Context: an optimization exercise on an open-source flow, tuned for small area and a short achievable clock period. The choices shown serve that exercise and are no tape-out recipe. The RTL of this run was laid out without a check of its function. No activity file was given, so power comes from the tool's default toggle rates.

===== flow/standard.sh =====
#!/bin/bash
# synth_recipe.tcl (not shown) runs the flow's synth.tcl, then flattens the netlist and writes it again
# the make line also repeats each setting of config.mk as NAME=value (left out here)
make -C /OpenROAD-flow-scripts/flow DESIGN_CONFIG=/design/flow/config.mk WORK_HOME=/design/flow/orfs CLKGATE_MAP_FILE= SYNTH_SCRIPT=/design/flow/synth_recipe.tcl "${@:-finish}"

===== flow/design.v =====
module pixel_sort_asc (
    input clk, reset, soft_rst,
    input enable,
    input  [15:0] Pixel_in1, Pixel_in2, Pixel_in3, Pixel_in4, Pixel_in5, Pixel_in6, Pixel_in7, Pixel_in8,
    output [15:0] Pixel_out1, Pixel_out2, Pixel_out3, Pixel_out4, Pixel_out5, Pixel_out6, Pixel_out7, Pixel_out8,
    output reg valid_out
);
wire [15:0] x [0:7];
assign x[0] = Pixel_in1; assign x[1] = Pixel_in2; assign x[2] = Pixel_in3; assign x[3] = Pixel_in4;
assign x[4] = Pixel_in5; assign x[5] = Pixel_in6; assign x[6] = Pixel_in7; assign x[7] = Pixel_in8;
function lt16(input [15:0] a, input [15:0] b);
    integer k;
    reg c;
    begin
        c = 1'b0;
        for (k = 0; k < 16; k = k + 1)
            c = (~a[k] & b[k]) | (~a[k] & c) | (b[k] & c);
        lt16 = c;
    end
endfunction
function [3:0] count6_part(input [5:0] b);
    reg [1:0] p, q;
    begin
        p = b[0] + b[1] + b[2];
        q = b[3] + b[4] + b[5];
        count6_part = {q, p};
    end
endfunction
function [2:0] count7_done(input [3:0] part, input b6);
    reg [1:0] r, t;
    begin
        r = part[0] + part[2] + b6;
        t = part[1] + part[3] + r[1];
        count7_done = {t, r[0]};
    end
endfunction
reg        below [0:7][0:7];
reg  [3:0] part  [0:7];
reg  [5:0] cnt_in;
integer i, j, n;
always @(*) begin
    for (i = 0; i < 8; i = i + 1)
        for (j = 0; j < 8; j = j + 1)
            below[i][j] = 1'b0;
    for (i = 1; i < 8; i = i + 1)
        for (j = 0; j < i; j = j + 1) begin
            below[i][j] = !lt16(x[i], x[j]);
            below[j][i] = !below[i][j];
        end
    for (i = 0; i < 8; i = i + 1) begin
        n = 0;
        for (j = 0; j < 8; j = j + 1)
            if (j != i && j != (i ^ 1)) begin
                cnt_in[n] = below[i][j];
                n = n + 1;
            end
        part[i] = count6_part(cnt_in);
    end
end
reg [15:0] px_q   [0:7];
reg  [3:0] part_q [0:7];
reg  [3:0] pair_q;        
always @(posedge clk) begin
    valid_out <= enable & ~reset & ~soft_rst;
    for (i = 0; i < 8; i = i + 1) begin
        px_q[i]   <= x[i];
        part_q[i] <= part[i];
    end
    for (i = 0; i < 4; i = i + 1)
        pair_q[i] <= below[2 * i + 1][2 * i];
end
reg  [2:0] rank [0:7];
reg [15:0] res  [0:7];
always @(*) begin
    for (i = 0; i < 8; i = i + 1)
        rank[i] = count7_done(part_q[i], (i % 2) ? pair_q[i / 2] : !pair_q[i / 2]);
    for (n = 0; n < 8; n = n + 1) begin
        res[n] = 16'd0;
        for (i = 0; i < 8; i = i + 1)
            res[n] = res[n] | (px_q[i] & {16{valid_out && rank[i] == n}});
    end
end
assign Pixel_out1 = res[0];
assign Pixel_out2 = res[1];
assign Pixel_out3 = res[2];
assign Pixel_out4 = res[3];
assign Pixel_out5 = res[4];
assign Pixel_out6 = res[5];
assign Pixel_out7 = res[6];
assign Pixel_out8 = res[7];
endmodule

===== flow/config.mk =====
export PLATFORM = sky130hd
export DESIGN_NAME = pixel_sort_asc
export DESIGN_NICKNAME = pixel_sort_asc
export VERILOG_FILES = /design/flow/design.v
export SDC_FILE = /design/flow/constraint.sdc
export NUM_CORES = 4
export LEC_CHECK = 0
export ABC_AREA = 1
export CAP_MARGIN = 20
export CORE_MARGIN = 2
export CORE_UTILIZATION = 40
export SETUP_SLACK_MARGIN = 1.0
export SLEW_MARGIN = 20
export BUFFER_PORTS_ARGS = -buffer_cell sky130_fd_sc_hd__buf_1

===== flow/flow/run.sh =====
#!/bin/bash
# The standard layout, with the port buffers made from the smallest buffer
# cell instead of the delay cell buffer_ports picks by default.
set -euo pipefail
echo 'export BUFFER_PORTS_ARGS = -buffer_cell sky130_fd_sc_hd__buf_1' >> config.mk
bash standard.sh > standard.log 2>&1

===== flow/constraint.sdc =====
create_clock -name core_clock -period 38.0 [get_ports {clk}]
set_input_delay 7.6000 -clock core_clock [delete_from_list [all_inputs] [get_ports {clk}]]
set_output_delay 7.6000 -clock core_clock [all_outputs]
set_load 0.01 [all_outputs]

==> out/results.txt <==
Slowest CP cell: nor2_1
Total power: 0.784 mW
Worst Setup EP: Pixel_out7[10]
Die width: 210 um
First-pass GRT wire length: 145000 um
Rows: 75
Clock power frac: 22.3%
Max Fclk: 0.0831 GHz
Comb pwr share: 51.7%
Fraction of layout cells with a size suffix above 1: 3.08%
Cts hold-fix bufs: 0
Number of routed nets with antenna violations: 0
P_sw: 0.383 mW
Largest net degree at the start of global routing: 17
WL/cell: 29.4 um
Yosys top cell by area: o22ai_1
Post-Syn Area: 16900 um^2
Setup Fix Bufs, Post-CTS: 0
Sw frac: 48.9%
Die Y: 210 um
Port bufs: 260
RSZ-0062 raised after global routing: false
WS Path Type: reg -> out
Final Slew Violations: 0
Period utilization: 31.7%
Max cap viols: 0
Register bit total from synthesis: 165
Critical Path Max Stage Delay: 930 ps
CTS buffer count: 17
Sequential area share after synthesis: 19.5%
Gate Count Post-Synth: 2878
Core area: 41900 um^2
Synth-to-layout area growth: 9.22%
Crit-path leading delay family: simple AND/OR/NAND/NOR gates
Vias in the first global route: 20900
Final Setup Violations: 0
Final net count: 3141
Worst EP required: 30400 ps
Routability cong.: 1.08
Vias: 23500
VDD IR max: 0.0000342 V
Commonest cells after routing, fill and taps aside: inv_1 (671), o22ai_1 (665), nand2_1 (526)
HPWL Detailed: 73000 um
DR pass1 iterations: 9
Asr flop ratio synth: 0%
Critical path capture point type: primary output
Worst-path maximum fanout: 14
H-tree lvl count: 4
EDFF count, synth: 0
P_leak: 8.98 nW
Syn Area/Cell: 5.88 um^2
Critical path buffer and inverter count: 4
Area contributors post-synth: o22ai_1 (25%), dfxtp_1 (20%), inv_1 (15%)
Starting Density: 40.4%
Type of origin of the critical path: register
Data arrival time of the worst path: 4440 ps
Root buf cell: clkbuf_16
Distinct cells, synth: 33
Die area: 44000 um^2
Hold WC Path Type: in -> reg
Status: timing/DRC/antenna clean
WP depth: 11
GRT Util Overall: 45.2%
Diodes inserted: 0
Final Hold Viols: 0
Normalized max-slew margin: 14.7%
Most common cell after layout, fill and taps aside: inv_1
Worst-Margin Slew: 1280 ps
Post-synthesis net count: 3042
1st-iter DRT viols: 4231
Power per cell area: 42.4 nW/um^2
CTS sink count: 165
CTS tree: yes
Vias per inst: 6.65
Pint: 0.401 mW
Grt total ovfl: 0
Prevailing post-synth register cell: dfxtp_1
Initial antenna violation count: 0
Yosys warning total: 7
Worst-path clk slew: 70 ps
# DRC: 0
Sequential share of power: 26.0%
Top-Level Pins: 261
WHS: 7300 ps
Clk buf depth: 2
Post-CTS sizing: 0
Total Wirelength: 104000 um
Setup tns final: 0 ps
Synth top area share: 24.6%
Final Critical Period: 12040 ps
CP Cell Sequence: fa_1 > fa_1 > nor2_1 > inv_1 > nor2_1 > buf_4 > inv_1 > o22ai_1 > a221oi_1 > nand2_1 > buf_1
Critical path startpoint: pair_q[1]
[cell families after synthesis]
family          after synthesis  share of synthesized area [%]
compound gates              996                           38.1
fa+ha+maj                    32                           3.61
buf+inv                     894                           20.5
flops                       165                           19.5
simple gates                791                           18.3
[sequential cells by signal, indices dropped and copies added, names as in the netlist]
signal     flops
px_q         128
part_q        32
valid_out      1
pair_q         4
[power groups by stage]
stage / Sequential (mW) / Combinational (mW) / Clock [mW]
4_1_cts: 0.203 / 0.385 / 0.176
6_report: 0.204 / 0.405 / 0.175
3_5_place_dp: 0.207 / 0.383 / 0
2_1_floorplan: 0.199 / 0.237 / 0
3_3_place_gp: 0.206 / 0.380 / 0
5_1_grt: 0.204 / 0.426 / 0.183
[worst min path at each step]
stage	from	endpoint	slack, ps	depth (start not counted)
after global placement	soft_rst	valid_out	7760	2
after detailed placement	reset	valid_out	7770	2
final	reset	valid_out	7300	2
after floorplan	Pixel_in1[0]	px_q[0][0]	7630	0
after CTS	reset	valid_out	7290	2
after global routing	reset	valid_out	7300	2
[layout make-up]
cell class,instances,area (um^2)
fill,4684,23400
multi-input combinational,1819,10200
sequential,165,3300
inverter,694,2610
timing repair buffer,280,1130
tap,539,674
clock buffer,19,443
clock inverter,12,144
[per-stage QoR]
step | setup WS, ps | utilization (%) | cells | cell area (um^2)
after CTS | 26220 | 44.1 | 3528 | 18500
after global routing | 26010 | 44.1 | 3528 | 18500
after detailed placement | 26730 | 42.7 | 3497 | 17900
after global placement | 26810 | 42.7 | 3497 | 17900
final | 25960 | 44.1 | 3528 | 18500
after floorplan | 27980 | - | 2878 | 16900
[synthesized netlist by cell type (all sizes together), types with 28 or more instances]
library cell	instances
a21oi	107
a221oi	67
buf	62
clkbuf	138
dfxtp	165
fa	28
inv	690
nand2	532
nand3	72
nor2	177
o21ai	48
o221ai	45
o22ai	665
[metal layers]
| layer | part of all wire (%) | GRT usage [%] |
|---|---|---|
| met1 | 39 | 61.6 |
| met3 | 15 | 15.4 |
| met2 | 40 | 63.8 |
| met5 | 0 | 0 |
| met4 | 5.0 | 21.0 |

## what the ideal ports hide
The results above use ideal ports. As a check the final layout listed here was re-extracted and re-timed, cells and wires unchanged.
Step 1 (the two cells are an assumption about what drives the block):
set clk [get_ports {clk}]
set_driving_cell -lib_cell sky130_fd_sc_hd__clkbuf_16 $clk
set_driving_cell -lib_cell sky130_fd_sc_hd__buf_2 [delete_from_list [all_inputs] $clk]
Step 2 adds t to the input delays and takes it off the output delays; t is the mean of the earliest and latest rising clock arrival at the registers after step 1. Input paths then give back, and output paths get back, about the clock's delay inside the block.
a / b / c = no drivers / after step 1 / after step 2; a / b = the first two.
t, ns: 0.501
slack for setup (ns): 25.965 / 25.907 / 26.408
worst setup path at the end: register to output
worst register clock-pin slew, ns: 0.07 / 0.07
cell pins on the clock port's net: 1
After both steps setup and hold are still met in this run. For this run, drivers alone change the setup slack by -0.058 ns; drivers and shift together by +0.443 ns.
